Background: an optimization exercise with open tools, aiming at small area and a short achievable clock period. Do not read the settings as production practice.
Only simulation tests tie the RTL to the original design; equivalence was not proved.
Power is estimated from default activity; no workload was simulated.

v49:
Design dataPath, start of the top module:
module dataPath (
  input  logic [13:0] instruction,
  input  logic        clk,
  input  logic        rst,
  output logic        flag_zero,
  output logic        flag_negative,
  output logic        flag_carry,
  output logic        flag_overflow
);
  logic [1:0] op;
  logic [3:0] wa, ra1, ra2;
  assign op  = instruction[13:12];
  assign wa  = instruction[11:8];
  assign ra1 = instruction[7:4];
  assign ra2 = instruction[3:0];
  logic [31:0] R [0:15];
  logic [31:0] a, b;           
  logic [15:0] s1, s2, we;
  always_comb begin
    for (int j = 0; j < 16; j++) begin
      s1[j] = ~rst & (ra1 == 4'(j));
      s2[j] = ~rst & (ra2 == 4'(j));
      we[j] =  rst | (wa  == 4'(j));
    end
  end
  logic [31:0] rd1_n, rd2_n;
  logic [511:0] R_flat;
  always_comb
    for (int j = 0; j < 16; j++) R_flat[32*j +: 32] = R[j];
  read_sel u_rs1 (.s(s1), .Rf(R_flat), .q(rd1_n));
  read_sel u_rs2 (.s(s2), .Rf(R_flat), .q(rd2_n));
  always_ff @(posedge clk) begin
    a <= rd1_n;
    b <= rd2_n;
  end
  logic [31:0] p, g, o;
  assign p = a ^ b;
  assign g = a & b;
  assign o = a | b;
  logic [32:0] ca_b, cs_b;
  always_comb begin
    ca_b[0] = 1'b0; cs_b[0] = 1'b1;
    for (int i = 0; i < 32; i++) begin
      ca_b[i+1] = p[i] ? ca_b[i] : a[i];
      cs_b[i+1] = p[i] ? a[i] : cs_b[i];
    end
  end
  logic [31:0] sa, ss;
  assign sa = p ^ ca_b[31:0];
  assign ss = ~p ^ cs_b[31:0];
  logic z_add, z_sub, z_and, z_or;
  assign z_add = ~|sa;
  assign z_sub = ~|p;
  assign z_and = ~|g;
  assign z_or  = ~|o;
  logic [3:0] fz, fn;
  logic [1:0] fc, fv;
  assign fz = {z_or, z_and, z_sub, z_add};
  assign fn = {o[31], g[31], ss[31], sa[31]};
  assign fc = {cs_b[32], ca_b[32]};
  assign fv = {cs_b[32] ^ cs_b[31], ca_b[32] ^ ca_b[31]};
  flag_sel u_flag_sel (
    .op(op), .fz(fz), .fn(fn), .fc(fc), .fv(fv),
    .flag_zero(flag_zero), .flag_negative(flag_negative),
    .flag_carry(flag_carry), .flag_overflow(flag_overflow)
  );
  logic [3:0] os;     
  op_decode u_op_decode (.op(op), .rst(rst), .os(os));
  logic [31:0] wd_lo, wd_hi;    
  assign wd_lo = ({32{os[0]}} & sa) | ({32{os[1]}} & ss) |
  ...
For scale: about 2,400 cells after synthesis, roughly 580 flip-flops, about 20 I/O pins.
Settings: LEC_CHECK=0, CAP_MARGIN=5, CORE_MARGIN=2, CORE_UTILIZATION=50, CTS_CLUSTER_DIAMETER=70, CTS_CLUSTER_SIZE=32, SLEW_MARGIN=5, SYNTH_HIERARCHICAL=1, SYNTH_MINIMUM_KEEP_SIZE=0; clock period 28.0 ns.
standard.sh (not shown) runs the stock make flow with config.mk's settings and CLKGATE_MAP_FILE= SYNTH_SCRIPT=/design/flow/synth_recipe.tcl, a recipe that flattens the netlist after the stock synthesis.
==> flow/flow/run.sh <==
#!/bin/bash
# Layout flow: the standard ORFS flow (standard.sh, synthesis unchanged)
# with these changes to how the layout is made:
#  - the port buffers that buffer_ports inserts on every input and output
#    are sky130_fd_sc_hd__buf_2 cells rather than the tool's default pick;
#  - clock tree synthesis uses larger sink clusters and no dummy loads;
#  - before global routing, flow/tighten.tcl runs one more setup repair
#    pass with a larger setup margin.
# Each tool's full output stays in orfs/logs/ (one log per step); make's
# output goes to standard.log in this folder.
set -euo pipefail
here=$(pwd)
export BUFFER_PORTS_ARGS="-buffer_cell sky130_fd_sc_hd__buf_2"
export CTS_ARGS="-sink_clustering_enable -repair_clock_nets -sink_clustering_size 32 -sink_clustering_max_diameter 70 -dont_use_dummy_load"
export PRE_GLOBAL_ROUTE_TCL="$here/flow/tighten.tcl"
bash standard.sh > standard.log 2>&1
==> flow/flow/tighten.tcl <==
# Sourced by ORFS's global_route step (PRE_GLOBAL_ROUTE_TCL) before global
# routing: one more setup repair pass on the placed, clock-tree-synthesized
# design, asking for extra slack on the input-to-output flag paths so the
# resizer sizes their few cells up. The SDC is unchanged.
estimate_parasitics -placement
repair_timing -setup -setup_margin 16.8 -match_cell_footprint -verbose
detailed_placement
check_placement -verbose
estimate_parasitics -placement
report_checks -path_delay max -format end -group_path_count 4
Edits applied to the flow inputs when going from v49 to v5:
Settings: swapping 70 for 60 in CTS_CLUSTER_DIAMETER; swapping 32 for 36 in CTS_CLUSTER_SIZE.
-- flow/flow/run.sh --
<<< v49, line 14
export CTS_ARGS="-sink_clustering_enable -repair_clock_nets -sink_clustering_size 32 -sink_clustering_max_diameter 70 -dont_use_dummy_load"
>>> v5, line 14
export CTS_ARGS="-sink_clustering_enable -repair_clock_nets -sink_clustering_size 36 -sink_clustering_max_diameter 60 -dont_use_dummy_load"
--- outcome ---
- In terms of fmax, v49 and v5 differ only marginally.
- Comparing v5 and v49, sequential share of power is lower on v5.
- [compare] base=v49 new=v5: count of nets left with antenna violations after detail routing neither gained nor lost much; deepest level of the CTS H-tree went up 1; slack of the critical path comparable; filler-free cell count of the finished design closely matched the old numbers.
Setup changes, v5 to v38
Settings: changing CTS_CLUSTER_DIAMETER from 60 to 100; changing CTS_CLUSTER_SIZE from 36 to 28.
-- flow/flow/run.sh --
<<< v5, line 14
export CTS_ARGS="-sink_clustering_enable -repair_clock_nets -sink_clustering_size 36 -sink_clustering_max_diameter 60 -dont_use_dummy_load"
>>> v38, line 14
export CTS_ARGS="-sink_clustering_enable -repair_clock_nets -sink_clustering_size 28 -sink_clustering_max_diameter 100 -dont_use_dummy_load"
Notes after the runs:
v38 and v5 ended up with roughly the same global-route wire length before repair. Re number of hold buffers added after cts: no difference whatsoever between v5 and v38. When the final numbers for v38 and v5 were put side by side, the via count of the first global-routing pass turned out to be smaller in v38. On final standard cell utilization of the core: between v38 and v5, it ends up lower for v38. Per the comparison of v38 with v5, wire length per cell was more or less identical, number of cells in the finished layout apart from fillers down 0.42%, detailed-route wire length fell 0.36%, cell area fell by 1.2%. Looking at register-to-register setup slack across v38 and v5, the one that comes out lower is v38. Via density per instance: v5 vs v38 — no meaningful difference. ~same worst setup slack after layout in v38 and v5.

[static timing again, ports no longer ideal]
In the flow no input, the clock included, has a driving cell. The finished layouts below were timed again as built, in two steps.
Step 1 (the two cells are an assumption about what drives the block):
set clk [get_ports {clk}]
set_driving_cell -lib_cell sky130_fd_sc_hd__clkbuf_16 $clk
set_driving_cell -lib_cell sky130_fd_sc_hd__buf_2 [delete_from_list [all_inputs] $clk]
Step 2 adds t to the input delays and takes it off the output delays; t is the mean of the earliest and latest rising clock arrival at the registers after step 1. Input paths then give back, and output paths get back, about the clock's delay inside the block.
a / b / c = ideal ports / drivers / drivers and shift; a / b = the first two.
run | shift t [ns] | slack for setup (ns) | worst slew at a driven data input, ns
v49 | 0.681 | 16.249 / 16.183 / 16.183 | 0.06
v5 | 0.631 | 16.250 / 16.184 / 16.184 | 0.06
v38 | 0.639 | 16.248 / 16.182 / 16.182 | 0.06
After both steps setup and hold are still met in every run listed.
